Background: an optimization exercise with open tools, aiming at small area, a short achievable clock period and few clock cycles per item. Do not read the settings as production practice. For this run, only the layout was checked, not whether the RTL still works. No activity file was given, so power comes from the tool's default toggle rates.

$ cat flow/design.v
module booth (
    input  wire        clk  ,
    input  wire        rst_n,
    input  wire [15:0] x    ,
    input  wire [15:0] y    ,
    input  wire        start,
    output wire [31:0] z    ,
    output wire        busy
);
assign busy = 1'b0;
wire one0_0, two0_0;
menc ue0_0 (.y2(y[1]), .y1(y[0]), .y0(1'b0), .one(one0_0), .two(two0_0));
wire one1_0, two1_0;
menc ue1_0 (.y2(y[3]), .y1(y[2]), .y0(y[1]), .one(one1_0), .two(two1_0));
wire one2_0, two2_0;
menc ue2_0 (.y2(y[5]), .y1(y[4]), .y0(y[3]), .one(one2_0), .two(two2_0));
wire one3_0, two3_0;
menc ue3_0 (.y2(y[7]), .y1(y[6]), .y0(y[5]), .one(one3_0), .two(two3_0));
wire one4_0, two4_0;
menc ue4_0 (.y2(y[9]), .y1(y[8]), .y0(y[7]), .one(one4_0), .two(two4_0));
wire one5_0, two5_0;
menc ue5_0 (.y2(y[11]), .y1(y[10]), .y0(y[9]), .one(one5_0), .two(two5_0));
wire one6_0, two6_0;
menc ue6_0 (.y2(y[13]), .y1(y[12]), .y0(y[11]), .one(one6_0), .two(two6_0));
wire one7_0, two7_0;
menc ue7_0 (.y2(y[15]), .y1(y[14]), .y0(y[13]), .one(one7_0), .two(two7_0));
wire pp0_0;
mbs upp0_0 (.xj(x[0]), .xm(1'b0), .one(one0_0), .two(two0_0), .neg(y[1]), .pp(pp0_0));
wire pp0_1;
mbs upp0_1 (.xj(x[1]), .xm(x[0]), .one(one0_0), .two(two0_0), .neg(y[1]), .pp(pp0_1));
wire pp0_2;
mbs upp0_2 (.xj(x[2]), .xm(x[1]), .one(one0_0), .two(two0_0), .neg(y[1]), .pp(pp0_2));
wire pp0_3;
mbs upp0_3 (.xj(x[3]), .xm(x[2]), .one(one0_0), .two(two0_0), .neg(y[1]), .pp(pp0_3));
wire pp0_4;
mbs upp0_4 (.xj(x[4]), .xm(x[3]), .one(one0_0), .two(two0_0), .neg(y[1]), .pp(pp0_4));
wire pp0_5;
mbs upp0_5 (.xj(x[5]), .xm(x[4]), .one(one0_0), .two(two0_0), .neg(y[1]), .pp(pp0_5));
wire pp0_6;
mbs upp0_6 (.xj(x[6]), .xm(x[5]), .one(one0_0), .two(two0_0), .neg(y[1]), .pp(pp0_6));
wire pp0_7;
mbs upp0_7 (.xj(x[7]), .xm(x[6]), .one(one0_0), .two(two0_0), .neg(y[1]), .pp(pp0_7));
wire pp0_8;
mbs upp0_8 (.xj(x[8]), .xm(x[7]), .one(one0_0), .two(two0_0), .neg(y[1]), .pp(pp0_8));
wire pp0_9;
mbs upp0_9 (.xj(x[9]), .xm(x[8]), .one(one0_0), .two(two0_0), .neg(y[1]), .pp(pp0_9));
wire pp0_10;
mbs upp0_10 (.xj(x[10]), .xm(x[9]), .one(one0_0), .two(two0_0), .neg(y[1]), .pp(pp0_10));
wire pp0_11;
mbs upp0_11 (.xj(x[11]), .xm(x[10]), .one(one0_0), .two(two0_0), .neg(y[1]), .pp(pp0_11));
wire pp0_12;
mbs upp0_12 (.xj(x[12]), .xm(x[11]), .one(one0_0), .two(two0_0), .neg(y[1]), .pp(pp0_12));
wire pp0_13;
mbs upp0_13 (.xj(x[13]), .xm(x[12]), .one(one0_0), .two(two0_0), .neg(y[1]), .pp(pp0_13));
wire pp0_14;
mbs upp0_14 (.xj(x[14]), .xm(x[13]), .one(one0_0), .two(two0_0), .neg(y[1]), .pp(pp0_14));
wire pp0_15;
mbs upp0_15 (.xj(x[15]), .xm(x[14]), .one(one0_0), .two(two0_0), .neg(y[1]), .pp(pp0_15));
wire pp0_16;
mbsn upp0_16 (.xj(x[15]), .xm(x[15]), .one(one0_0), .two(two0_0), .neg(y[1]), .pp(pp0_16));
wire s0n;
minv us0n (.a(pp0_16), .y(s0n));
wire pp1_0;
mbs upp1_0 (.xj(x[0]), .xm(1'b0), .one(one1_0), .two(two1_0), .neg(y[3]), .pp(pp1_0));
wire pp1_1;
mbs upp1_1 (.xj(x[1]), .xm(x[0]), .one(one1_0), .two(two1_0), .neg(y[3]), .pp(pp1_1));
wire pp1_2;
mbs upp1_2 (.xj(x[2]), .xm(x[1]), .one(one1_0), .two(two1_0), .neg(y[3]), .pp(pp1_2));
wire pp1_3;
mbs upp1_3 (.xj(x[3]), .xm(x[2]), .one(one1_0), .two(two1_0), .neg(y[3]), .pp(pp1_3));
wire pp1_4;
mbs upp1_4 (.xj(x[4]), .xm(x[3]), .one(one1_0), .two(two1_0), .neg(y[3]), .pp(pp1_4));
wire pp1_5;
mbs upp1_5 (.xj(x[5]), .xm(x[4]), .one(one1_0), .two(two1_0), .neg(y[3]), .pp(pp1_5));
wire pp1_6;
mbs upp1_6 (.xj(x[6]), .xm(x[5]), .one(one1_0), .two(two1_0), .neg(y[3]), .pp(pp1_6));
wire pp1_7;
mbs upp1_7 (.xj(x[7]), .xm(x[6]), .one(one1_0), .two(two1_0), .neg(y[3]), .pp(pp1_7));
wire pp1_8;
mbs upp1_8 (.xj(x[8]), .xm(x[7]), .one(one1_0), .two(two1_0), .neg(y[3]), .pp(pp1_8));
wire pp1_9;
mbs upp1_9 (.xj(x[9]), .xm(x[8]), .one(one1_0), .two(two1_0), .neg(y[3]), .pp(pp1_9));
wire pp1_10;
mbs upp1_10 (.xj(x[10]), .xm(x[9]), .one(one1_0), .two(two1_0), .neg(y[3]), .pp(pp1_10));
wire pp1_11;
mbs upp1_11 (.xj(x[11]), .xm(x[10]), .one(one1_0), .two(two1_0), .neg(y[3]), .pp(pp1_11));
wire pp1_12;
mbs upp1_12 (.xj(x[12]), .xm(x[11]), .one(one1_0), .two(two1_0), .neg(y[3]), .pp(pp1_12));
wire pp1_13;
mbs upp1_13 (.xj(x[13]), .xm(x[12]), .one(one1_0), .two(two1_0), .neg(y[3]), .pp(pp1_13));
wire pp1_14;
mbs upp1_14 (.xj(x[14]), .xm(x[13]), .one(one1_0), .two(two1_0), .neg(y[3]), .pp(pp1_14));
wire pp1_15;
mbs upp1_15 (.xj(x[15]), .xm(x[14]), .one(one1_0), .two(two1_0), .neg(y[3]), .pp(pp1_15));
wire pp1_16;
mbsn upp1_16 (.xj(x[15]), .xm(x[15]), .one(one1_0), .two(two1_0), .neg(y[3]), .pp(pp1_16));
wire pp2_0;
mbs upp2_0 (.xj(x[0]), .xm(1'b0), .one(one2_0), .two(two2_0), .neg(y[5]), .pp(pp2_0));
wire pp2_1;
mbs upp2_1 (.xj(x[1]), .xm(x[0]), .one(one2_0), .two(two2_0), .neg(y[5]), .pp(pp2_1));
wire pp2_2;
mbs upp2_2 (.xj(x[2]), .xm(x[1]), .one(one2_0), .two(two2_0), .neg(y[5]), .pp(pp2_2));
wire pp2_3;
mbs upp2_3 (.xj(x[3]), .xm(x[2]), .one(one2_0), .two(two2_0), .neg(y[5]), .pp(pp2_3));
wire pp2_4;
mbs upp2_4 (.xj(x[4]), .xm(x[3]), .one(one2_0), .two(two2_0), .neg(y[5]), .pp(pp2_4));
wire pp2_5;
mbs upp2_5 (.xj(x[5]), .xm(x[4]), .one(one2_0), .two(two2_0), .neg(y[5]), .pp(pp2_5));
wire pp2_6;
mbs upp2_6 (.xj(x[6]), .xm(x[5]), .one(one2_0), .two(two2_0), .neg(y[5]), .pp(pp2_6));
wire pp2_7;
mbs upp2_7 (.xj(x[7]), .xm(x[6]), .one(one2_0), .two(two2_0), .neg(y[5]), .pp(pp2_7));
wire pp2_8;
mbs upp2_8 (.xj(x[8]), .xm(x[7]), .one(one2_0), .two(two2_0), .neg(y[5]), .pp(pp2_8));
wire pp2_9;
mbs upp2_9 (.xj(x[9]), .xm(x[8]), .one(one2_0), .two(two2_0), .neg(y[5]), .pp(pp2_9));
wire pp2_10;
mbs upp2_10 (.xj(x[10]), .xm(x[9]), .one(one2_0), .two(two2_0), .neg(y[5]), .pp(pp2_10));
wire pp2_11;
mbs upp2_11 (.xj(x[11]), .xm(x[10]), .one(one2_0), .two(two2_0), .neg(y[5]), .pp(pp2_11));
wire pp2_12;
mbs upp2_12 (.xj(x[12]), .xm(x[11]), .one(one2_0), .two(two2_0), .neg(y[5]), .pp(pp2_12));
wire pp2_13;
mbs upp2_13 (.xj(x[13]), .xm(x[12]), .one(one2_0), .two(two2_0), .neg(y[5]), .pp(pp2_13));
wire pp2_14;
mbs upp2_14 (.xj(x[14]), .xm(x[13]), .one(one2_0), .two(two2_0), .neg(y[5]), .pp(pp2_14));
wire pp2_15;
mbs upp2_15 (.xj(x[15]), .xm(x[14]), .one(one2_0), .two(two2_0), .neg(y[5]), .pp(pp2_15));
wire pp2_16;
mbsn upp2_16 (.xj(x[15]), .xm(x[15]), .one(one2_0), .two(two2_0), .neg(y[5]), .pp(pp2_16));
wire pp3_0;
mbs upp3_0 (.xj(x[0]), .xm(1'b0), .one(one3_0), .two(two3_0), .neg(y[7]), .pp(pp3_0));
wire pp3_1;
mbs upp3_1 (.xj(x[1]), .xm(x[0]), .one(one3_0), .two(two3_0), .neg(y[7]), .pp(pp3_1));
wire pp3_2;
mbs upp3_2 (.xj(x[2]), .xm(x[1]), .one(one3_0), .two(two3_0), .neg(y[7]), .pp(pp3_2));
wire pp3_3;
mbs upp3_3 (.xj(x[3]), .xm(x[2]), .one(one3_0), .two(two3_0), .neg(y[7]), .pp(pp3_3));
wire pp3_4;
mbs upp3_4 (.xj(x[4]), .xm(x[3]), .one(one3_0), .two(two3_0), .neg(y[7]), .pp(pp3_4));
wire pp3_5;
mbs upp3_5 (.xj(x[5]), .xm(x[4]), .one(one3_0), .two(two3_0), .neg(y[7]), .pp(pp3_5));
wire pp3_6;
mbs upp3_6 (.xj(x[6]), .xm(x[5]), .one(one3_0), .two(two3_0), .neg(y[7]), .pp(pp3_6));
wire pp3_7;
mbs upp3_7 (.xj(x[7]), .xm(x[6]), .one(one3_0), .two(two3_0), .neg(y[7]), .pp(pp3_7));
wire pp3_8;
mbs upp3_8 (.xj(x[8]), .xm(x[7]), .one(one3_0), .two(two3_0), .neg(y[7]), .pp(pp3_8));
wire pp3_9;
mbs upp3_9 (.xj(x[9]), .xm(x[8]), .one(one3_0), .two(two3_0), .neg(y[7]), .pp(pp3_9));
wire pp3_10;
mbs upp3_10 (.xj(x[10]), .xm(x[9]), .one(one3_0), .two(two3_0), .neg(y[7]), .pp(pp3_10));
wire pp3_11;
mbs upp3_11 (.xj(x[11]), .xm(x[10]), .one(one3_0), .two(two3_0), .neg(y[7]), .pp(pp3_11));
wire pp3_12;
mbs upp3_12 (.xj(x[12]), .xm(x[11]), .one(one3_0), .two(two3_0), .neg(y[7]), .pp(pp3_12));
wire pp3_13;
mbs upp3_13 (.xj(x[13]), .xm(x[12]), .one(one3_0), .two(two3_0), .neg(y[7]), .pp(pp3_13));
wire pp3_14;
mbs upp3_14 (.xj(x[14]), .xm(x[13]), .one(one3_0), .two(two3_0), .neg(y[7]), .pp(pp3_14));
wire pp3_15;
mbs upp3_15 (.xj(x[15]), .xm(x[14]), .one(one3_0), .two(two3_0), .neg(y[7]), .pp(pp3_15));
wire pp3_16;
mbsn upp3_16 (.xj(x[15]), .xm(x[15]), .one(one3_0), .two(two3_0), .neg(y[7]), .pp(pp3_16));
wire pp4_0;
mbs upp4_0 (.xj(x[0]), .xm(1'b0), .one(one4_0), .two(two4_0), .neg(y[9]), .pp(pp4_0));
wire pp4_1;
mbs upp4_1 (.xj(x[1]), .xm(x[0]), .one(one4_0), .two(two4_0), .neg(y[9]), .pp(pp4_1));
wire pp4_2;
mbs upp4_2 (.xj(x[2]), .xm(x[1]), .one(one4_0), .two(two4_0), .neg(y[9]), .pp(pp4_2));
wire pp4_3;
mbs upp4_3 (.xj(x[3]), .xm(x[2]), .one(one4_0), .two(two4_0), .neg(y[9]), .pp(pp4_3));
wire pp4_4;
mbs upp4_4 (.xj(x[4]), .xm(x[3]), .one(one4_0), .two(two4_0), .neg(y[9]), .pp(pp4_4));
wire pp4_5;
mbs upp4_5 (.xj(x[5]), .xm(x[4]), .one(one4_0), .two(two4_0), .neg(y[9]), .pp(pp4_5));
wire pp4_6;
mbs upp4_6 (.xj(x[6]), .xm(x[5]), .one(one4_0), .two(two4_0), .neg(y[9]), .pp(pp4_6));
wire pp4_7;
mbs upp4_7 (.xj(x[7]), .xm(x[6]), .one(one4_0), .two(two4_0), .neg(y[9]), .pp(pp4_7));
wire pp4_8;
mbs upp4_8 (.xj(x[8]), .xm(x[7]), .one(one4_0), .two(two4_0), .neg(y[9]), .pp(pp4_8));
wire pp4_9;
mbs upp4_9 (.xj(x[9]), .xm(x[8]), .one(one4_0), .two(two4_0), .neg(y[9]), .pp(pp4_9));
wire pp4_10;
mbs upp4_10 (.xj(x[10]), .xm(x[9]), .one(one4_0), .two(two4_0), .neg(y[9]), .pp(pp4_10));
wire pp4_11;
mbs upp4_11 (.xj(x[11]), .xm(x[10]), .one(one4_0), .two(two4_0), .neg(y[9]), .pp(pp4_11));
wire pp4_12;
mbs upp4_12 (.xj(x[12]), .xm(x[11]), .one(one4_0), .two(two4_0), .neg(y[9]), .pp(pp4_12));
wire pp4_13;
mbs upp4_13 (.xj(x[13]), .xm(x[12]), .one(one4_0), .two(two4_0), .neg(y[9]), .pp(pp4_13));
wire pp4_14;
mbs upp4_14 (.xj(x[14]), .xm(x[13]), .one(one4_0), .two(two4_0), .neg(y[9]), .pp(pp4_14));
wire pp4_15;
mbs upp4_15 (.xj(x[15]), .xm(x[14]), .one(one4_0), .two(two4_0), .neg(y[9]), .pp(pp4_15));
wire pp4_16;
mbsn upp4_16 (.xj(x[15]), .xm(x[15]), .one(one4_0), .two(two4_0), .neg(y[9]), .pp(pp4_16));
wire pp5_0;
mbs upp5_0 (.xj(x[0]), .xm(1'b0), .one(one5_0), .two(two5_0), .neg(y[11]), .pp(pp5_0));
wire pp5_1;
mbs upp5_1 (.xj(x[1]), .xm(x[0]), .one(one5_0), .two(two5_0), .neg(y[11]), .pp(pp5_1));
wire pp5_2;
mbs upp5_2 (.xj(x[2]), .xm(x[1]), .one(one5_0), .two(two5_0), .neg(y[11]), .pp(pp5_2));
wire pp5_3;
mbs upp5_3 (.xj(x[3]), .xm(x[2]), .one(one5_0), .two(two5_0), .neg(y[11]), .pp(pp5_3));
wire pp5_4;
mbs upp5_4 (.xj(x[4]), .xm(x[3]), .one(one5_0), .two(two5_0), .neg(y[11]), .pp(pp5_4));
wire pp5_5;
mbs upp5_5 (.xj(x[5]), .xm(x[4]), .one(one5_0), .two(two5_0), .neg(y[11]), .pp(pp5_5));
wire pp5_6;
mbs upp5_6 (.xj(x[6]), .xm(x[5]), .one(one5_0), .two(two5_0), .neg(y[11]), .pp(pp5_6));
wire pp5_7;
mbs upp5_7 (.xj(x[7]), .xm(x[6]), .one(one5_0), .two(two5_0), .neg(y[11]), .pp(pp5_7));
wire pp5_8;
mbs upp5_8 (.xj(x[8]), .xm(x[7]), .one(one5_0), .two(two5_0), .neg(y[11]), .pp(pp5_8));
wire pp5_9;
mbs upp5_9 (.xj(x[9]), .xm(x[8]), .one(one5_0), .two(two5_0), .neg(y[11]), .pp(pp5_9));
wire pp5_10;
mbs upp5_10 (.xj(x[10]), .xm(x[9]), .one(one5_0), .two(two5_0), .neg(y[11]), .pp(pp5_10));
wire pp5_11;
mbs upp5_11 (.xj(x[11]), .xm(x[10]), .one(one5_0), .two(two5_0), .neg(y[11]), .pp(pp5_11));
wire pp5_12;
mbs upp5_12 (.xj(x[12]), .xm(x[11]), .one(one5_0), .two(two5_0), .neg(y[11]), .pp(pp5_12));
wire pp5_13;
mbs upp5_13 (.xj(x[13]), .xm(x[12]), .one(one5_0), .two(two5_0), .neg(y[11]), .pp(pp5_13));
wire pp5_14;
mbs upp5_14 (.xj(x[14]), .xm(x[13]), .one(one5_0), .two(two5_0), .neg(y[11]), .pp(pp5_14));
wire pp5_15;
mbs upp5_15 (.xj(x[15]), .xm(x[14]), .one(one5_0), .two(two5_0), .neg(y[11]), .pp(pp5_15));
wire pp5_16;
mbsn upp5_16 (.xj(x[15]), .xm(x[15]), .one(one5_0), .two(two5_0), .neg(y[11]), .pp(pp5_16));
wire pp6_0;
mbs upp6_0 (.xj(x[0]), .xm(1'b0), .one(one6_0), .two(two6_0), .neg(y[13]), .pp(pp6_0));
wire pp6_1;
mbs upp6_1 (.xj(x[1]), .xm(x[0]), .one(one6_0), .two(two6_0), .neg(y[13]), .pp(pp6_1));
wire pp6_2;
mbs upp6_2 (.xj(x[2]), .xm(x[1]), .one(one6_0), .two(two6_0), .neg(y[13]), .pp(pp6_2));
wire pp6_3;
mbs upp6_3 (.xj(x[3]), .xm(x[2]), .one(one6_0), .two(two6_0), .neg(y[13]), .pp(pp6_3));
wire pp6_4;
mbs upp6_4 (.xj(x[4]), .xm(x[3]), .one(one6_0), .two(two6_0), .neg(y[13]), .pp(pp6_4));
wire pp6_5;
mbs upp6_5 (.xj(x[5]), .xm(x[4]), .one(one6_0), .two(two6_0), .neg(y[13]), .pp(pp6_5));
wire pp6_6;
mbs upp6_6 (.xj(x[6]), .xm(x[5]), .one(one6_0), .two(two6_0), .neg(y[13]), .pp(pp6_6));
wire pp6_7;
mbs upp6_7 (.xj(x[7]), .xm(x[6]), .one(one6_0), .two(two6_0), .neg(y[13]), .pp(pp6_7));
wire pp6_8;
mbs upp6_8 (.xj(x[8]), .xm(x[7]), .one(one6_0), .two(two6_0), .neg(y[13]), .pp(pp6_8));
wire pp6_9;
mbs upp6_9 (.xj(x[9]), .xm(x[8]), .one(one6_0), .two(two6_0), .neg(y[13]), .pp(pp6_9));
wire pp6_10;
mbs upp6_10 (.xj(x[10]), .xm(x[9]), .one(one6_0), .two(two6_0), .neg(y[13]), .pp(pp6_10));
wire pp6_11;
mbs upp6_11 (.xj(x[11]), .xm(x[10]), .one(one6_0), .two(two6_0), .neg(y[13]), .pp(pp6_11));
wire pp6_12;
mbs upp6_12 (.xj(x[12]), .xm(x[11]), .one(one6_0), .two(two6_0), .neg(y[13]), .pp(pp6_12));
wire pp6_13;
mbs upp6_13 (.xj(x[13]), .xm(x[12]), .one(one6_0), .two(two6_0), .neg(y[13]), .pp(pp6_13));
wire pp6_14;
mbs upp6_14 (.xj(x[14]), .xm(x[13]), .one(one6_0), .two(two6_0), .neg(y[13]), .pp(pp6_14));
wire pp6_15;
mbs upp6_15 (.xj(x[15]), .xm(x[14]), .one(one6_0), .two(two6_0), .neg(y[13]), .pp(pp6_15));
wire pp6_16;
mbsn upp6_16 (.xj(x[15]), .xm(x[15]), .one(one6_0), .two(two6_0), .neg(y[13]), .pp(pp6_16));
wire pp7_0;
mbs upp7_0 (.xj(x[0]), .xm(1'b0), .one(one7_0), .two(two7_0), .neg(y[15]), .pp(pp7_0));
wire pp7_1;
mbs upp7_1 (.xj(x[1]), .xm(x[0]), .one(one7_0), .two(two7_0), .neg(y[15]), .pp(pp7_1));
wire pp7_2;
mbs upp7_2 (.xj(x[2]), .xm(x[1]), .one(one7_0), .two(two7_0), .neg(y[15]), .pp(pp7_2));
wire pp7_3;
mbs upp7_3 (.xj(x[3]), .xm(x[2]), .one(one7_0), .two(two7_0), .neg(y[15]), .pp(pp7_3));
wire pp7_4;
mbs upp7_4 (.xj(x[4]), .xm(x[3]), .one(one7_0), .two(two7_0), .neg(y[15]), .pp(pp7_4));
wire pp7_5;
mbs upp7_5 (.xj(x[5]), .xm(x[4]), .one(one7_0), .two(two7_0), .neg(y[15]), .pp(pp7_5));
wire pp7_6;
mbs upp7_6 (.xj(x[6]), .xm(x[5]), .one(one7_0), .two(two7_0), .neg(y[15]), .pp(pp7_6));
wire pp7_7;
mbs upp7_7 (.xj(x[7]), .xm(x[6]), .one(one7_0), .two(two7_0), .neg(y[15]), .pp(pp7_7));
wire pp7_8;
mbs upp7_8 (.xj(x[8]), .xm(x[7]), .one(one7_0), .two(two7_0), .neg(y[15]), .pp(pp7_8));
wire pp7_9;
mbs upp7_9 (.xj(x[9]), .xm(x[8]), .one(one7_0), .two(two7_0), .neg(y[15]), .pp(pp7_9));
wire pp7_10;
mbs upp7_10 (.xj(x[10]), .xm(x[9]), .one(one7_0), .two(two7_0), .neg(y[15]), .pp(pp7_10));
wire pp7_11;
mbs upp7_11 (.xj(x[11]), .xm(x[10]), .one(one7_0), .two(two7_0), .neg(y[15]), .pp(pp7_11));
wire pp7_12;
mbs upp7_12 (.xj(x[12]), .xm(x[11]), .one(one7_0), .two(two7_0), .neg(y[15]), .pp(pp7_12));
wire pp7_13;
mbs upp7_13 (.xj(x[13]), .xm(x[12]), .one(one7_0), .two(two7_0), .neg(y[15]), .pp(pp7_13));
wire pp7_14;
mbs upp7_14 (.xj(x[14]), .xm(x[13]), .one(one7_0), .two(two7_0), .neg(y[15]), .pp(pp7_14));
wire pp7_15;
mbs upp7_15 (.xj(x[15]), .xm(x[14]), .one(one7_0), .two(two7_0), .neg(y[15]), .pp(pp7_15));
wire pp7_16;
mbsn upp7_16 (.xj(x[15]), .xm(x[15]), .one(one7_0), .two(two7_0), .neg(y[15]), .pp(pp7_16));
wire s1, c2;
mha us1 (.a(y[3]), .b(pp0_2), .s(s1), .co(c2));
wire s3, c4;
mha us3 (.a(pp0_3), .b(pp1_1), .s(s3), .co(c4));
wire s5, c6;
mfa us5 (.a(y[5]), .b(pp0_4), .c(pp1_2), .s(s5), .co(c6));
wire s7, c8;
mha us7 (.a(pp2_0), .b(c4), .s(s7), .co(c8));
wire s9, c10;
mfa us9 (.a(pp0_5), .b(pp1_3), .c(pp2_1), .s(s9), .co(c10));
wire s11, c12;
mha us11 (.a(c6), .b(c8), .s(s11), .co(c12));
wire s13, c14;
mfa us13 (.a(y[7]), .b(pp0_6), .c(pp1_4), .s(s13), .co(c14));
wire s15, c16;
mfa us15 (.a(pp2_2), .b(pp3_0), .c(c10), .s(s15), .co(c16));
wire s17, c18;
mha us17 (.a(s13), .b(c12), .s(s17), .co(c18));
wire s19, c20;
mfa us19 (.a(pp0_7), .b(pp1_5), .c(pp2_3), .s(s19), .co(c20));
wire s21, c22;
mfa us21 (.a(pp3_1), .b(c14), .c(s19), .s(s21), .co(c22));
wire s23, c24;
mha us23 (.a(c16), .b(c18), .s(s23), .co(c24));
wire s25, c26;
mfa us25 (.a(y[9]), .b(pp0_8), .c(pp1_6), .s(s25), .co(c26));
wire s27, c28;
mfa us27 (.a(pp2_4), .b(pp3_2), .c(pp4_0), .s(s27), .co(c28));
wire s29, c30;
mfa us29 (.a(c20), .b(s25), .c(s27), .s(s29), .co(c30));
wire s31, c32;
mha us31 (.a(c22), .b(s29), .s(s31), .co(c32));
wire s33, c34;
mfa us33 (.a(pp0_9), .b(pp1_7), .c(pp2_5), .s(s33), .co(c34));
wire s35, c36;
mfa us35 (.a(pp3_3), .b(pp4_1), .c(c26), .s(s35), .co(c36));
wire s37, c38;
mfa us37 (.a(c28), .b(s33), .c(c30), .s(s37), .co(c38));
wire s39, c40;
mha us39 (.a(s35), .b(c32), .s(s39), .co(c40));
wire s41, c42;
mfa us41 (.a(y[11]), .b(pp0_10), .c(pp1_8), .s(s41), .co(c42));
wire s43, c44;
mfa us43 (.a(pp2_6), .b(pp3_4), .c(pp4_2), .s(s43), .co(c44));
wire s45, c46;
mfa us45 (.a(pp5_0), .b(c34), .c(s41), .s(s45), .co(c46));
wire s47, c48;
mfa us47 (.a(s43), .b(c36), .c(s45), .s(s47), .co(c48));
wire s49, c50;
mha us49 (.a(c38), .b(c40), .s(s49), .co(c50));
wire s51, c52;
mfa us51 (.a(pp0_11), .b(pp1_9), .c(pp2_7), .s(s51), .co(c52));
wire s53, c54;
mfa us53 (.a(pp3_5), .b(pp4_3), .c(pp5_1), .s(s53), .co(c54));
wire s55, c56;
mfa us55 (.a(c42), .b(c44), .c(s51), .s(s55), .co(c56));
wire s57, c58;
mfa us57 (.a(s53), .b(c46), .c(s55), .s(s57), .co(c58));
wire s59, c60;
mha us59 (.a(c48), .b(s57), .s(s59), .co(c60));
wire s61, c62;
mfa us61 (.a(y[13]), .b(pp0_12), .c(pp1_10), .s(s61), .co(c62));
wire s63, c64;
mfa us63 (.a(pp2_8), .b(pp3_6), .c(pp4_4), .s(s63), .co(c64));
wire s65, c66;
mfa us65 (.a(pp5_2), .b(pp6_0), .c(c52), .s(s65), .co(c66));
wire s67, c68;
mfa us67 (.a(c54), .b(s61), .c(s63), .s(s67), .co(c68));
wire s69, c70;
mfa us69 (.a(c56), .b(s65), .c(s67), .s(s69), .co(c70));
wire s71, c72;
mha us71 (.a(c58), .b(s69), .s(s71), .co(c72));
wire s73, c74;
mfa us73 (.a(pp0_13), .b(pp1_11), .c(pp2_9), .s(s73), .co(c74));
wire s75, c76;
mfa us75 (.a(pp3_7), .b(pp4_5), .c(pp5_3), .s(s75), .co(c76));
wire s77, c78;
mfa us77 (.a(pp6_1), .b(c62), .c(c64), .s(s77), .co(c78));
wire s79, c80;
mfa us79 (.a(s73), .b(s75), .c(c66), .s(s79), .co(c80));
wire s81, c82;
mfa us81 (.a(c68), .b(s77), .c(s79), .s(s81), .co(c82));
wire s83, c84;
mha us83 (.a(c70), .b(c72), .s(s83), .co(c84));
wire s85, c86;
mfa us85 (.a(y[15]), .b(pp0_14), .c(pp1_12), .s(s85), .co(c86));
wire s87, c88;
mfa us87 (.a(pp2_10), .b(pp3_8), .c(pp4_6), .s(s87), .co(c88));
wire s89, c90;
mfa us89 (.a(pp5_4), .b(pp6_2), .c(pp7_0), .s(s89), .co(c90));
wire s91, c92;
mfa us91 (.a(c74), .b(c76), .c(s85), .s(s91), .co(c92));
wire s93, c94;
mfa us93 (.a(s87), .b(s89), .c(c78), .s(s93), .co(c94));
wire s95, c96;
mfa us95 (.a(s91), .b(c80), .c(s93), .s(s95), .co(c96));
wire s97, c98;
mha us97 (.a(c82), .b(s95), .s(s97), .co(c98));
wire s99, c100;
mfa us99 (.a(pp0_15), .b(pp1_13), .c(pp2_11), .s(s99), .co(c100));
wire s101, c102;
mfa us101 (.a(pp3_9), .b(pp4_7), .c(pp5_5), .s(s101), .co(c102));
wire s103, c104;
mfa us103 (.a(pp6_3), .b(pp7_1), .c(c86), .s(s103), .co(c104));
wire s105, c106;
mfa us105 (.a(c88), .b(c90), .c(s99), .s(s105), .co(c106));
wire s107, c108;
mfa us107 (.a(s101), .b(c92), .c(s103), .s(s107), .co(c108));
wire s109, c110;
mfa us109 (.a(s105), .b(c94), .c(s107), .s(s109), .co(c110));
wire s111, c112;
mha us111 (.a(c96), .b(s109), .s(s111), .co(c112));
wire s113, c114;
mfa us113 (.a(s0n), .b(pp1_14), .c(pp2_12), .s(s113), .co(c114));
wire s115, c116;
mfa us115 (.a(pp3_10), .b(pp4_8), .c(pp5_6), .s(s115), .co(c116));
wire s117, c118;
mfa us117 (.a(pp6_4), .b(pp7_2), .c(c100), .s(s117), .co(c118));
wire s119, c120;
mfa us119 (.a(c102), .b(s113), .c(s115), .s(s119), .co(c120));
wire s121, c122;
mfa us121 (.a(c104), .b(c106), .c(s117), .s(s121), .co(c122));
wire s123, c124;
mfa us123 (.a(s119), .b(c108), .c(s121), .s(s123), .co(c124));
wire s125, c126;
mha us125 (.a(c110), .b(s123), .s(s125), .co(c126));
wire s127, c128;
mfa us127 (.a(s0n), .b(pp1_15), .c(pp2_13), .s(s127), .co(c128));
wire s129, c130;
mfa us129 (.a(pp3_11), .b(pp4_9), .c(pp5_7), .s(s129), .co(c130));
wire s131, c132;
mfa us131 (.a(pp6_5), .b(pp7_3), .c(c114), .s(s131), .co(c132));
wire s133, c134;
mfa us133 (.a(c116), .b(s127), .c(s129), .s(s133), .co(c134));
wire s135, c136;
mfa us135 (.a(c118), .b(c120), .c(s131), .s(s135), .co(c136));
wire s137, c138;
mfa us137 (.a(s133), .b(c122), .c(s135), .s(s137), .co(c138));
wire s139, c140;
mha us139 (.a(c124), .b(s137), .s(s139), .co(c140));
wire s141, c142;
mfa us141 (.a(pp0_16), .b(pp1_16), .c(pp2_14), .s(s141), .co(c142));
wire s143, c144;
mfa us143 (.a(pp3_12), .b(pp4_10), .c(pp5_8), .s(s143), .co(c144));
wire s145, c146;
mfa us145 (.a(pp6_6), .b(pp7_4), .c(c128), .s(s145), .co(c146));
wire s147, c148;
mfa us147 (.a(c130), .b(s141), .c(s143), .s(s147), .co(c148));
wire s149, c150;
mfa us149 (.a(c132), .b(c134), .c(s145), .s(s149), .co(c150));
wire s151, c152;
mfa us151 (.a(s147), .b(c136), .c(s149), .s(s151), .co(c152));
wire s153, c154;
mha us153 (.a(c138), .b(s151), .s(s153), .co(c154));
wire s155;
minv us155 (.a(pp2_15), .y(s155));
wire s156, c157;
mfa us156 (.a(pp3_13), .b(pp4_11), .c(pp5_9), .s(s156), .co(c157));
wire s158, c159;
mfa us158 (.a(pp6_7), .b(pp7_5), .c(s155), .s(s158), .co(c159));
wire s160, c161;
mfa us160 (.a(c142), .b(c144), .c(s156), .s(s160), .co(c161));
wire s162, c163;
mfa us162 (.a(s158), .b(c146), .c(c148), .s(s162), .co(c163));
wire s164, c165;
mfa us164 (.a(s160), .b(c150), .c(s162), .s(s164), .co(c165));
wire s166, c167;
mha us166 (.a(c152), .b(s164), .s(s166), .co(c167));
wire s168, c169;
mfa us168 (.a(pp2_16), .b(pp3_14), .c(pp4_12), .s(s168), .co(c169));
wire s170, c171;
mfa us170 (.a(pp5_10), .b(pp6_8), .c(pp7_6), .s(s170), .co(c171));
wire s172, c173;
mfa us172 (.a(pp2_15), .b(c157), .c(c159), .s(s172), .co(c173));
wire s174, c175;
mfa us174 (.a(s168), .b(s170), .c(c161), .s(s174), .co(c175));
wire s176, c177;
mfa us176 (.a(s172), .b(c163), .c(s174), .s(s176), .co(c177));
wire s178, c179;
mha us178 (.a(c165), .b(s176), .s(s178), .co(c179));
wire s180;
minv us180 (.a(pp3_15), .y(s180));
wire s181, c182;
mfa us181 (.a(pp4_13), .b(pp5_11), .c(pp6_9), .s(s181), .co(c182));
wire s183, c184;
mfa us183 (.a(pp7_7), .b(s180), .c(c169), .s(s183), .co(c184));
wire s185, c186;
mfa us185 (.a(c171), .b(s181), .c(c173), .s(s185), .co(c186));
wire s187, c188;
mfa us187 (.a(s183), .b(c175), .c(s185), .s(s187), .co(c188));
wire s189, c190;
mha us189 (.a(c177), .b(s187), .s(s189), .co(c190));
wire s191, c192;
mfa us191 (.a(pp3_16), .b(pp4_14), .c(pp5_12), .s(s191), .co(c192));
wire s193, c194;
mfa us193 (.a(pp6_10), .b(pp7_8), .c(pp3_15), .s(s193), .co(c194));
wire s195, c196;
mfa us195 (.a(c182), .b(s191), .c(s193), .s(s195), .co(c196));
wire s197, c198;
mfa us197 (.a(c184), .b(s195), .c(c186), .s(s197), .co(c198));
wire s199, c200;
mha us199 (.a(c188), .b(s197), .s(s199), .co(c200));
wire s201;
minv us201 (.a(pp4_15), .y(s201));
wire s202, c203;
mfa us202 (.a(pp5_13), .b(pp6_11), .c(pp7_9), .s(s202), .co(c203));
wire s204, c205;
mfa us204 (.a(s201), .b(c192), .c(c194), .s(s204), .co(c205));
wire s206, c207;
mfa us206 (.a(s202), .b(c196), .c(s204), .s(s206), .co(c207));
wire s208, c209;
mha us208 (.a(s206), .b(c198), .s(s208), .co(c209));
wire s210, c211;
mfa us210 (.a(pp4_16), .b(pp5_14), .c(pp6_12), .s(s210), .co(c211));
wire s212, c213;
mfa us212 (.a(pp7_10), .b(pp4_15), .c(c203), .s(s212), .co(c213));
wire s214, c215;
mfa us214 (.a(s210), .b(c205), .c(s212), .s(s214), .co(c215));
wire s216, c217;
mha us216 (.a(c207), .b(s214), .s(s216), .co(c217));
wire s218;
minv us218 (.a(pp5_15), .y(s218));
wire s219, c220;
mfa us219 (.a(pp6_13), .b(pp7_11), .c(s218), .s(s219), .co(c220));
wire s221, c222;
mfa us221 (.a(c211), .b(s219), .c(c213), .s(s221), .co(c222));
wire s223, c224;
mha us223 (.a(c215), .b(s221), .s(s223), .co(c224));
wire s225, c226;
mfa us225 (.a(pp5_16), .b(pp6_14), .c(pp7_12), .s(s225), .co(c226));
wire s227, c228;
mfa us227 (.a(pp5_15), .b(c220), .c(s225), .s(s227), .co(c228));
wire s229, c230;
mha us229 (.a(s227), .b(c222), .s(s229), .co(c230));
wire s231;
minv us231 (.a(pp6_15), .y(s231));
wire s232, c233;
mfa us232 (.a(pp7_13), .b(s231), .c(c226), .s(s232), .co(c233));
wire s234, c235;
mha us234 (.a(c228), .b(s232), .s(s234), .co(c235));
wire s236, c237;
mfa us236 (.a(pp6_16), .b(pp7_14), .c(pp6_15), .s(s236), .co(c237));
wire s238, c239;
mha us238 (.a(s236), .b(c233), .s(s238), .co(c239));
wire s240;
minv us240 (.a(pp7_15), .y(s240));
wire s241, c242;
mha us241 (.a(s240), .b(c237), .s(s241), .co(c242));
wire s243, c244;
mha us243 (.a(pp7_16), .b(pp7_15), .s(s243), .co(c244));
wire s245;
minv us245 (.a(c244), .y(s245));
wire lp246, lg247;
mha ulp246 (.a(pp0_0), .b(y[1]), .s(lp246), .co(lg247));
wire lp248, lg249;
mha ulp248 (.a(pp1_0), .b(s1), .s(lp248), .co(lg249));
wire lp250, lg251;
mha ulp250 (.a(c2), .b(s3), .s(lp250), .co(lg251));
wire lp252, lg253;
mha ulp252 (.a(s5), .b(s7), .s(lp252), .co(lg253));
wire lp254, lg255;
mha ulp254 (.a(s9), .b(s11), .s(lp254), .co(lg255));
wire lp256, lg257;
mha ulp256 (.a(s15), .b(s17), .s(lp256), .co(lg257));
wire lp258, lg259;
mha ulp258 (.a(s21), .b(s23), .s(lp258), .co(lg259));
wire lp260, lg261;
mha ulp260 (.a(c24), .b(s31), .s(lp260), .co(lg261));
wire lp262, lg263;
mha ulp262 (.a(s37), .b(s39), .s(lp262), .co(lg263));
wire lp264, lg265;
mha ulp264 (.a(s47), .b(s49), .s(lp264), .co(lg265));
wire lp266, lg267;
mha ulp266 (.a(c50), .b(s59), .s(lp266), .co(lg267));
wire lq268;
mand ulq268 (.a(lp248), .b(pp0_1), .y(lq268));
wire lg269;
mao ulg269 (.g1(lg253), .p1(lp252), .g0(lg251), .g(lg269));
wire lq270;
mand ulq270 (.a(lp252), .b(lp250), .y(lq270));
wire lg271;
mao ulg271 (.g1(lg257), .p1(lp256), .g0(lg255), .g(lg271));
wire lq272;
mand ulq272 (.a(lp256), .b(lp254), .y(lq272));
wire lg273;
mao ulg273 (.g1(lg261), .p1(lp260), .g0(lg259), .g(lg273));
wire lq274;
mand ulq274 (.a(lp260), .b(lp258), .y(lq274));
wire lg275;
mao ulg275 (.g1(lg265), .p1(lp264), .g0(lg263), .g(lg275));
wire lq276;
mand ulq276 (.a(lp264), .b(lp262), .y(lq276));
wire la277;
mand ula277 (.a(pp0_1), .b(lg247), .y(la277));
wire lg278;
mao ulg278 (.g1(lg249), .p1(lq268), .g0(lg247), .g(lg278));
wire lg279;
mao ulg279 (.g1(lg255), .p1(lp254), .g0(lg269), .g(lg279));
wire lq280;
mand ulq280 (.a(lp254), .b(lq270), .y(lq280));
wire lg281;
mao ulg281 (.g1(lg271), .p1(lq272), .g0(lg269), .g(lg281));
wire lq282;
mand ulq282 (.a(lq272), .b(lq270), .y(lq282));
wire lg283;
mao ulg283 (.g1(lg263), .p1(lp262), .g0(lg273), .g(lg283));
wire lq284;
mand ulq284 (.a(lp262), .b(lq274), .y(lq284));
wire lg285;
mao ulg285 (.g1(lg275), .p1(lq276), .g0(lg273), .g(lg285));
wire lq286;
mand ulq286 (.a(lq276), .b(lq274), .y(lq286));
wire lg287;
mao ulg287 (.g1(lg251), .p1(lp250), .g0(lg278), .g(lg287));
wire lg288;
mao ulg288 (.g1(lg269), .p1(lq270), .g0(lg278), .g(lg288));
wire lg289;
mao ulg289 (.g1(lg279), .p1(lq280), .g0(lg278), .g(lg289));
wire lg290;
mao ulg290 (.g1(lg281), .p1(lq282), .g0(lg278), .g(lg290));
wire lg291;
mao ulg291 (.g1(lg267), .p1(lp266), .g0(lg285), .g(lg291));
wire lq292;
mand ulq292 (.a(lp266), .b(lq286), .y(lq292));
wire lg293;
mao ulg293 (.g1(lg259), .p1(lp258), .g0(lg290), .g(lg293));
wire lg294;
mao ulg294 (.g1(lg273), .p1(lq274), .g0(lg290), .g(lg294));
wire lg295;
mao ulg295 (.g1(lg283), .p1(lq284), .g0(lg290), .g(lg295));
wire lg296;
mao ulg296 (.g1(lg285), .p1(lq286), .g0(lg290), .g(lg296));
wire lg297;
mao ulg297 (.g1(lg291), .p1(lq292), .g0(lg290), .g(lg297));
wire ls298;
mxor uls298 (.a(pp0_1), .b(lg247), .y(ls298));
wire ls299;
mxor uls299 (.a(lp248), .b(la277), .y(ls299));
wire ls300;
mxor uls300 (.a(lp250), .b(lg278), .y(ls300));
wire ls301;
mxor uls301 (.a(lp252), .b(lg287), .y(ls301));
wire ls302;
mxor uls302 (.a(lp254), .b(lg288), .y(ls302));
wire ls303;
mxor uls303 (.a(lp256), .b(lg289), .y(ls303));
wire ls304;
mxor uls304 (.a(lp258), .b(lg290), .y(ls304));
wire ls305;
mxor uls305 (.a(lp260), .b(lg293), .y(ls305));
wire ls306;
mxor uls306 (.a(lp262), .b(lg294), .y(ls306));
wire ls307;
mxor uls307 (.a(lp264), .b(lg295), .y(ls307));
wire ls308;
mxor uls308 (.a(lp266), .b(lg296), .y(ls308));
reg [12:0] qlo;
reg [19:0] qa;
reg [18:0] qb;
wire hp309, hg310;
mha uhp309 (.a(qa[0]), .b(qb[0]), .s(hp309), .co(hg310));
wire hp311, hg312;
mha uhp311 (.a(qa[1]), .b(qb[1]), .s(hp311), .co(hg312));
wire hp313, hg314;
mha uhp313 (.a(qa[2]), .b(qb[2]), .s(hp313), .co(hg314));
wire hp315, hg316;
mha uhp315 (.a(qa[3]), .b(qb[3]), .s(hp315), .co(hg316));
wire hp317, hg318;
mha uhp317 (.a(qa[4]), .b(qb[4]), .s(hp317), .co(hg318));
wire hp319, hg320;
mha uhp319 (.a(qa[5]), .b(qb[5]), .s(hp319), .co(hg320));
wire hp321, hg322;
mha uhp321 (.a(qa[6]), .b(qb[6]), .s(hp321), .co(hg322));
wire hp323, hg324;
mha uhp323 (.a(qa[7]), .b(qb[7]), .s(hp323), .co(hg324));
wire hp325, hg326;
mha uhp325 (.a(qa[8]), .b(qb[8]), .s(hp325), .co(hg326));
wire hp327, hg328;
mha uhp327 (.a(qa[9]), .b(qb[9]), .s(hp327), .co(hg328));
wire hp329, hg330;
mha uhp329 (.a(qa[10]), .b(qb[10]), .s(hp329), .co(hg330));
wire hp331, hg332;
mha uhp331 (.a(qa[11]), .b(qb[11]), .s(hp331), .co(hg332));
wire hp333, hg334;
mha uhp333 (.a(qa[12]), .b(qb[12]), .s(hp333), .co(hg334));
wire hp335, hg336;
mha uhp335 (.a(qa[13]), .b(qb[13]), .s(hp335), .co(hg336));
wire hp337, hg338;
mha uhp337 (.a(qa[14]), .b(qb[14]), .s(hp337), .co(hg338));
wire hp339, hg340;
mha uhp339 (.a(qa[15]), .b(qb[15]), .s(hp339), .co(hg340));
wire hp341, hg342;
mha uhp341 (.a(qa[16]), .b(qb[16]), .s(hp341), .co(hg342));
wire hp343, hg344;
mha uhp343 (.a(qa[17]), .b(qb[17]), .s(hp343), .co(hg344));
wire hp345, hg346;
mha uhp345 (.a(qa[18]), .b(qb[18]), .s(hp345), .co(hg346));
wire hg347;
mao uhg347 (.g1(hg310), .p1(hp309), .g0(qlo[12]), .g(hg347));
wire hg348;
mao uhg348 (.g1(hg314), .p1(hp313), .g0(hg312), .g(hg348));
wire hq349;
mand uhq349 (.a(hp313), .b(hp311), .y(hq349));
wire hg350;
mao uhg350 (.g1(hg318), .p1(hp317), .g0(hg316), .g(hg350));
wire hq351;
mand uhq351 (.a(hp317), .b(hp315), .y(hq351));
wire hg352;
mao uhg352 (.g1(hg322), .p1(hp321), .g0(hg320), .g(hg352));
wire hq353;
mand uhq353 (.a(hp321), .b(hp319), .y(hq353));
wire hg354;
mao uhg354 (.g1(hg326), .p1(hp325), .g0(hg324), .g(hg354));
wire hq355;
mand uhq355 (.a(hp325), .b(hp323), .y(hq355));
wire hg356;
mao uhg356 (.g1(hg330), .p1(hp329), .g0(hg328), .g(hg356));
wire hq357;
mand uhq357 (.a(hp329), .b(hp327), .y(hq357));
wire hg358;
mao uhg358 (.g1(hg334), .p1(hp333), .g0(hg332), .g(hg358));
wire hq359;
mand uhq359 (.a(hp333), .b(hp331), .y(hq359));
wire hg360;
mao uhg360 (.g1(hg338), .p1(hp337), .g0(hg336), .g(hg360));
wire hq361;
mand uhq361 (.a(hp337), .b(hp335), .y(hq361));
wire hg362;
mao uhg362 (.g1(hg342), .p1(hp341), .g0(hg340), .g(hg362));
wire hq363;
mand uhq363 (.a(hp341), .b(hp339), .y(hq363));
wire hg364;
mao uhg364 (.g1(hg346), .p1(hp345), .g0(hg344), .g(hg364));
wire hq365;
mand uhq365 (.a(hp345), .b(hp343), .y(hq365));
wire hg366;
mao uhg366 (.g1(hg312), .p1(hp311), .g0(hg347), .g(hg366));
wire hg367;
mao uhg367 (.g1(hg348), .p1(hq349), .g0(hg347), .g(hg367));
wire hg368;
mao uhg368 (.g1(hg320), .p1(hp319), .g0(hg350), .g(hg368));
wire hq369;
mand uhq369 (.a(hp319), .b(hq351), .y(hq369));
wire hg370;
mao uhg370 (.g1(hg352), .p1(hq353), .g0(hg350), .g(hg370));
wire hq371;
mand uhq371 (.a(hq353), .b(hq351), .y(hq371));
wire hg372;
mao uhg372 (.g1(hg328), .p1(hp327), .g0(hg354), .g(hg372));
wire hq373;
mand uhq373 (.a(hp327), .b(hq355), .y(hq373));
wire hg374;
mao uhg374 (.g1(hg356), .p1(hq357), .g0(hg354), .g(hg374));
wire hq375;
mand uhq375 (.a(hq357), .b(hq355), .y(hq375));
wire hg376;
mao uhg376 (.g1(hg336), .p1(hp335), .g0(hg358), .g(hg376));
wire hq377;
mand uhq377 (.a(hp335), .b(hq359), .y(hq377));
wire hg378;
mao uhg378 (.g1(hg360), .p1(hq361), .g0(hg358), .g(hg378));
wire hq379;
mand uhq379 (.a(hq361), .b(hq359), .y(hq379));
wire hg380;
mao uhg380 (.g1(hg344), .p1(hp343), .g0(hg362), .g(hg380));
wire hq381;
mand uhq381 (.a(hp343), .b(hq363), .y(hq381));
wire hg382;
mao uhg382 (.g1(hg364), .p1(hq365), .g0(hg362), .g(hg382));
wire hq383;
mand uhq383 (.a(hq365), .b(hq363), .y(hq383));
wire hg384;
mao uhg384 (.g1(hg316), .p1(hp315), .g0(hg367), .g(hg384));
wire hg385;
mao uhg385 (.g1(hg350), .p1(hq351), .g0(hg367), .g(hg385));
wire hg386;
mao uhg386 (.g1(hg368), .p1(hq369), .g0(hg367), .g(hg386));
wire hg387;
mao uhg387 (.g1(hg370), .p1(hq371), .g0(hg367), .g(hg387));
wire hg388;
mao uhg388 (.g1(hg332), .p1(hp331), .g0(hg374), .g(hg388));
wire hq389;
mand uhq389 (.a(hp331), .b(hq375), .y(hq389));
wire hg390;
mao uhg390 (.g1(hg358), .p1(hq359), .g0(hg374), .g(hg390));
wire hq391;
mand uhq391 (.a(hq359), .b(hq375), .y(hq391));
wire hg392;
mao uhg392 (.g1(hg376), .p1(hq377), .g0(hg374), .g(hg392));
wire hq393;
mand uhq393 (.a(hq377), .b(hq375), .y(hq393));
wire hg394;
mao uhg394 (.g1(hg378), .p1(hq379), .g0(hg374), .g(hg394));
wire hq395;
mand uhq395 (.a(hq379), .b(hq375), .y(hq395));
wire ha396;
mand uha396 (.a(qa[19]), .b(hg382), .y(ha396));
wire hq397;
mand uhq397 (.a(qa[19]), .b(hq383), .y(hq397));
wire hg398;
mao uhg398 (.g1(hg324), .p1(hp323), .g0(hg387), .g(hg398));
wire hg399;
mao uhg399 (.g1(hg354), .p1(hq355), .g0(hg387), .g(hg399));
wire hg400;
mao uhg400 (.g1(hg372), .p1(hq373), .g0(hg387), .g(hg400));
wire hg401;
mao uhg401 (.g1(hg374), .p1(hq375), .g0(hg387), .g(hg401));
wire hg402;
mao uhg402 (.g1(hg388), .p1(hq389), .g0(hg387), .g(hg402));
wire hg403;
mao uhg403 (.g1(hg390), .p1(hq391), .g0(hg387), .g(hg403));
wire hg404;
mao uhg404 (.g1(hg392), .p1(hq393), .g0(hg387), .g(hg404));
wire hg405;
mao uhg405 (.g1(hg394), .p1(hq395), .g0(hg387), .g(hg405));
wire hg406;
mao uhg406 (.g1(hg340), .p1(hp339), .g0(hg405), .g(hg406));
wire hg407;
mao uhg407 (.g1(hg362), .p1(hq363), .g0(hg405), .g(hg407));
wire hg408;
mao uhg408 (.g1(hg380), .p1(hq381), .g0(hg405), .g(hg408));
wire hg409;
mao uhg409 (.g1(hg382), .p1(hq383), .g0(hg405), .g(hg409));
wire hg410;
mao uhg410 (.g1(ha396), .p1(hq397), .g0(hg405), .g(hg410));
wire hs411;
mxor uhs411 (.a(hp309), .b(qlo[12]), .y(hs411));
wire hs412;
mxor uhs412 (.a(hp311), .b(hg347), .y(hs412));
wire hs413;
mxor uhs413 (.a(hp313), .b(hg366), .y(hs413));
wire hs414;
mxor uhs414 (.a(hp315), .b(hg367), .y(hs414));
wire hs415;
mxor uhs415 (.a(hp317), .b(hg384), .y(hs415));
wire hs416;
mxor uhs416 (.a(hp319), .b(hg385), .y(hs416));
wire hs417;
mxor uhs417 (.a(hp321), .b(hg386), .y(hs417));
wire hs418;
mxor uhs418 (.a(hp323), .b(hg387), .y(hs418));
wire hs419;
mxor uhs419 (.a(hp325), .b(hg398), .y(hs419));
wire hs420;
mxor uhs420 (.a(hp327), .b(hg399), .y(hs420));
wire hs421;
mxor uhs421 (.a(hp329), .b(hg400), .y(hs421));
wire hs422;
mxor uhs422 (.a(hp331), .b(hg401), .y(hs422));
wire hs423;
mxor uhs423 (.a(hp333), .b(hg402), .y(hs423));
wire hs424;
mxor uhs424 (.a(hp335), .b(hg403), .y(hs424));
wire hs425;
mxor uhs425 (.a(hp337), .b(hg404), .y(hs425));
wire hs426;
mxor uhs426 (.a(hp339), .b(hg405), .y(hs426));
wire hs427;
mxor uhs427 (.a(hp341), .b(hg406), .y(hs427));
wire hs428;
mxor uhs428 (.a(hp343), .b(hg407), .y(hs428));
wire hs429;
mxor uhs429 (.a(hp345), .b(hg408), .y(hs429));
wire hs430;
mxor uhs430 (.a(qa[19]), .b(hg409), .y(hs430));
assign z = {hs430, hs429, hs428, hs427, hs426, hs425, hs424, hs423, hs422, hs421, hs420, hs419, hs418, hs417, hs416, hs415, hs414, hs413, hs412, hs411, qlo[11], qlo[10], qlo[9], qlo[8], qlo[7], qlo[6], qlo[5], qlo[4], qlo[3], qlo[2], qlo[1], qlo[0]};
always @(posedge clk)
    if (start) begin
        qlo <= {lg297, ls308, ls307, ls306, ls305, ls304, ls303, ls302, ls301, ls300, ls299, ls298, lp246};
        qa <= {s245, c242, c239, c235, c230, c224, c217, c209, c200, c190, c179, c167, c154, c140, c126, c112, c98, c84, s81, c60};
        qb <= {s243, s241, s238, s234, s229, s223, s216, s208, s199, s189, s178, s166, s153, s139, s125, s111, s97, s83, s71};
    end
endmodule
module menc (input wire y2, input wire y1, input wire y0, output wire one, output wire two);
assign one = y1 ^ y0;
assign two = (y2 & ~y1 & ~y0) | (~y2 & y1 & y0);
endmodule
module mbs (input wire xj, input wire xm, input wire one, input wire two, input wire neg, output wire pp);
assign pp = ((one & xj) | (two & xm)) ^ neg;
endmodule
module mbsn (input wire xj, input wire xm, input wire one, input wire two, input wire neg, output wire pp);
assign pp = ~(((one & xj) | (two & xm)) ^ neg);
endmodule
module mfa (input wire a, input wire b, input wire c, output wire s, output wire co);
assign s  = a ^ b ^ c;
assign co = (a & b) | (a & c) | (b & c);
endmodule
module mha (input wire a, input wire b, output wire s, output wire co);
assign s  = a ^ b;
assign co = a & b;
endmodule
module mx3 (input wire a, input wire b, input wire c, output wire s);
assign s = a ^ b ^ c;
endmodule
module mmaj (input wire a, input wire b, input wire c, output wire co);
assign co = (a & b) | (a & c) | (b & c);
endmodule
module minv (input wire a, output wire y);
assign y = ~a;
endmodule
module mand (input wire a, input wire b, output wire y);
assign y = a & b;
endmodule
module mxor (input wire a, input wire b, output wire y);
assign y = a ^ b;
endmodule
module mao (input wire g1, input wire p1, input wire g0, output wire g);
assign g = g1 | (p1 & g0);
endmodule
$ cat flow/flow/run.sh
#!/bin/bash
set -euo pipefail
export BUFFER_PORTS_ARGS="-buffer_cell sky130_fd_sc_hd__buf_2"
bash standard.sh > standard.log 2>&1
$ cat flow/standard.sh
#!/bin/bash
# synth_recipe.tcl (not shown) runs the flow's synth.tcl, then flattens the netlist and writes it again
# the make line also repeats each setting of config.mk as NAME=value (left out here)
make -C /OpenROAD-flow-scripts/flow DESIGN_CONFIG=/design/flow/config.mk WORK_HOME=/design/flow/orfs CLKGATE_MAP_FILE= SYNTH_SCRIPT=/design/flow/synth_recipe.tcl "${@:-finish}"
$ cat flow/config.mk
export PLATFORM = sky130hd
export DESIGN_NAME = booth
export DESIGN_NICKNAME = booth
export VERILOG_FILES = /design/flow/design.v
export SDC_FILE = /design/flow/constraint.sdc
export NUM_CORES = 4
export LEC_CHECK = 0
export CAP_MARGIN = 20
export CORE_MARGIN = 2
export CORE_UTILIZATION = 40
export SLEW_MARGIN = 20
export SYNTH_HIERARCHICAL = 1
export SYNTH_MINIMUM_KEEP_SIZE = 0
$ cat flow/constraint.sdc
create_clock -name core_clock -period 4.0 [get_ports {clk}]
set_input_delay 0.8000 -clock core_clock [delete_from_list [all_inputs] [get_ports {clk}]]
set_output_delay 0.8000 -clock core_clock [all_outputs]
set_load 0.01 [all_outputs]
==> run summary <==
## cell type report
class                   instances  area share, %
diodes                          1         0.0230
well taps                     275           3.16
inverters                       8          0.276
flip-flops and latches         52           14.4
multi-input cells             587           66.3
clock inverters                 3          0.196
repair buffers                202           14.6
clock buffers                   5           1.15
## what timing repair did
item / 4_1_cts / 5_1_grt
pin swaps: 33 / 32
resized for setup: 27 / 39
setup buffers: 21 / 0
endpoints found under the setup margin: 16 / 16
## Yosys stat by module (local to each module, per instance), a selection
| module | area, um2 | cells inside |
|---|---|---|
| mbs | 21.3 | 2 |
| mbsn | 21.3 | 2 |
| mha | 12.5 | 1 |
| mxor | 8.76 | 1 |
| mand | 6.26 | 1 |
| minv | 3.75 | 1 |
## worst paths after layout
path | from | endpoint | slack (ns) | cells after the start
max | y[1] | qlo[11] | -0.06 | 16
min | y[1] | qlo[0] | 1.08 | 3
## metrics by stage
stage | util, % | total power, uW
final | 52.1 | 7600
after floorplan | - | 5680
after global routing | 52.1 | 8420
after CTS | 51.1 | 7630
after global placement | 48.9 | 6780
after detailed placement | 48.9 | 6970
## power by group
| part | total [uW] | internal [uW] | switching [uW] |
|---|---|---|---|
| clock network | 463 | 234 | 229 |
| logic | 5860 | 2980 | 2880 |
| registers | 1280 | 1200 | 76.5 |
## synthesized netlist by cell type, drive strengths merged
cell and number:
a21o 59, a22oi 136, and2 32, buf 33, conb 1, edfxtp 52
fa 90, ha 59, inv 8, nand2 8, nand2b 8, o22ai 8
xnor2 128, xor2 47
## cell families (layout without fill, tap and decap cells)
kind of cell,count (synthesis),after routing
simple gates,48,48
fa+ha+maj,149,149
xor+xnor,175,175
buf+inv,41,218
flops,52,52
compound gates,203,203
other cells,1,13
## state kept, by name, summed over array words and instances (netlist names)
signal / cells
qa: 20
qb: 19
qlo: 13
## per-layer routing
| metal | global-route usage, % | wire, um | up-vias |
|---|---|---|---|
| met2 | 35.0 | 10900 | 133 |
| met4 | 4.00 | 223 | 0 |
| met3 | 2.45 | 952 | 17 |
| li1 | - | - | 2795 |
| met1 | 28.0 | 9620 | 3079 |
| met5 | 0 | 0 | - |
==> out/metrics.yaml <==
outcome: "failed layout checks"
so_faults: "setup timing"
clock_tree.htree_level_count: 2
crit_type: "input port to flip-flop"
fin_crit_sh_pct: 102
multi_input_area_um2: 7210
synth_top_family_by_area: "adder cells"
die_w_um: 149
synth-simple-area-share_pct: 3.32
yosys.area.top_type: "fa_1"
crit_family: "adder cells"
antenna_found_initial: 1
post-place-cells: 1104
synth.distinct_cells: 14
path_cells: "buf_12 > buf_12 > xor2_4 > buf_6 > a22oi_2 > xnor2_2 > fa_1 > fa_1 > ha_2 > ha_4 > ha_4 > ha_4 > a21o_1 > a21o_1 > a21o_1 > xor2_1"
worst_ep_arrival_time_ns: 4.12
required_ns: 4.06
final_cells: 1133
cts_buffer_depth: 2
slew-limit-headroom_pct: 53.4
yosys_warnings: 7
maxSlewViolCount: 0
dieArea_um2: 22300
setup_slack_ns: -0.0605
first_global_vias: 6685
grt_max_degree: 30
wl_per_cell_um: 19.2
cp.buffers_inverters: 3
final_nets: 1040
synth-seq-area-share_pct: 18.5
critPathLaunchType: "input port"
vias: 6024
final_cell_mix: "136 x a22oi_2, 118 x buf_4, 110 x xnor2_1"
rsz0062_at_grt: "yes"
setup_violations: 2
viasPerCell: 5.32
cp_max_fo: 5
crit_path_end_kind: "flip-flop"
synth_adder_area_share_pct: 30.1
clk_pin_slew_ns: 0.09
wl_um: 21700
critPathMaxStageDelay_ns: 0.45
groute.usage.overall_pct: 20.4
worst_pin_slew_ns: 0.699
port_buffers: 65
place_ws_ns: -0.553
place_area_um2: 10200
root_buffer: "clkbuf_16"
initialDrtViolationCount: 297
gr-total-overflow: 0
synth_area_leaders: "fa_1 21%, a22oi_2 20%, edfxtp_1 18%, xnor2_1 13%, ha_1 8.7%"
min_path_type: "input port to flip-flop"
synth_compound_area_share_pct: 26.6
drc_errors: 0
drive_gt1_share_pct: 48.9
hold_viol: 0
dp_hpwl_um: 17200
die_h_um: 149
cts_tree: "yes"
netlist.area_leader.share_pct: 21.3
ir_drop_v: 0.000441
p_leak_uw: 0.00439
grt_first_pass_wirelength_um: 35300
first_pass_iters: 4
mostFrequentLayoutCell: "a22oi_2"
ctsHoldBuffers: 0
rows: 53
final_cell_area_um2: 10900
synthToLayoutAreaGrowth_pct: 28.9
core_um2: 20900
postRouteAntennaNets: 0
seqCellArea_um2: 1560
syn-cell-area_um2: 8440
fin_hold_ws_ns: 1.08
synth.avg_cell_area_um2: 12.6
power_density_nw_per_um2: 698
ys_ff_latch: 52
synthMuxAreaShare_pct: 0
ios: 68
max-cap-violations: 0
fmax_ghz: 0.246
cp_slowest_cell: "fa_1"
numCtsBuffers: 5
syn-instance-count: 669
synth-xor-area-share_pct: 18.2
clkSinkCount: 52
setup_tns_ns: -0.114
gp_congestion: 0.858
fillerInstances: 1818
fin_crit_ns: 4.06
initial_utilization_pct: 40.4

-- re-timing with driven ports --
No port has a modelled driver above. Below, the same layout with a new extraction and two added sets of constraints.
Step 1 sets driving cells, clkbuf_16 on the clock port and buf_2 on the other inputs (assumed; they add their load-dependent delay and slew).
Step 2, shift: input delay + t, output delay - t, t = (earliest + latest rising clock arrival at the registers) / 2. This alone moves slack from input paths to output paths.
a / b / c = ideal ports / drivers / drivers and shift; a / b = the first two.
t (ns): 0.351
setup slack, ns: -0.061 / -0.080 / -0.431
hold slack, ns: 1.079 / 1.057 / 1.231
pins driven straight from the clock port: 1
The setup slack of this run moves by -0.019 ns with the drivers and by -0.370 ns with both steps.
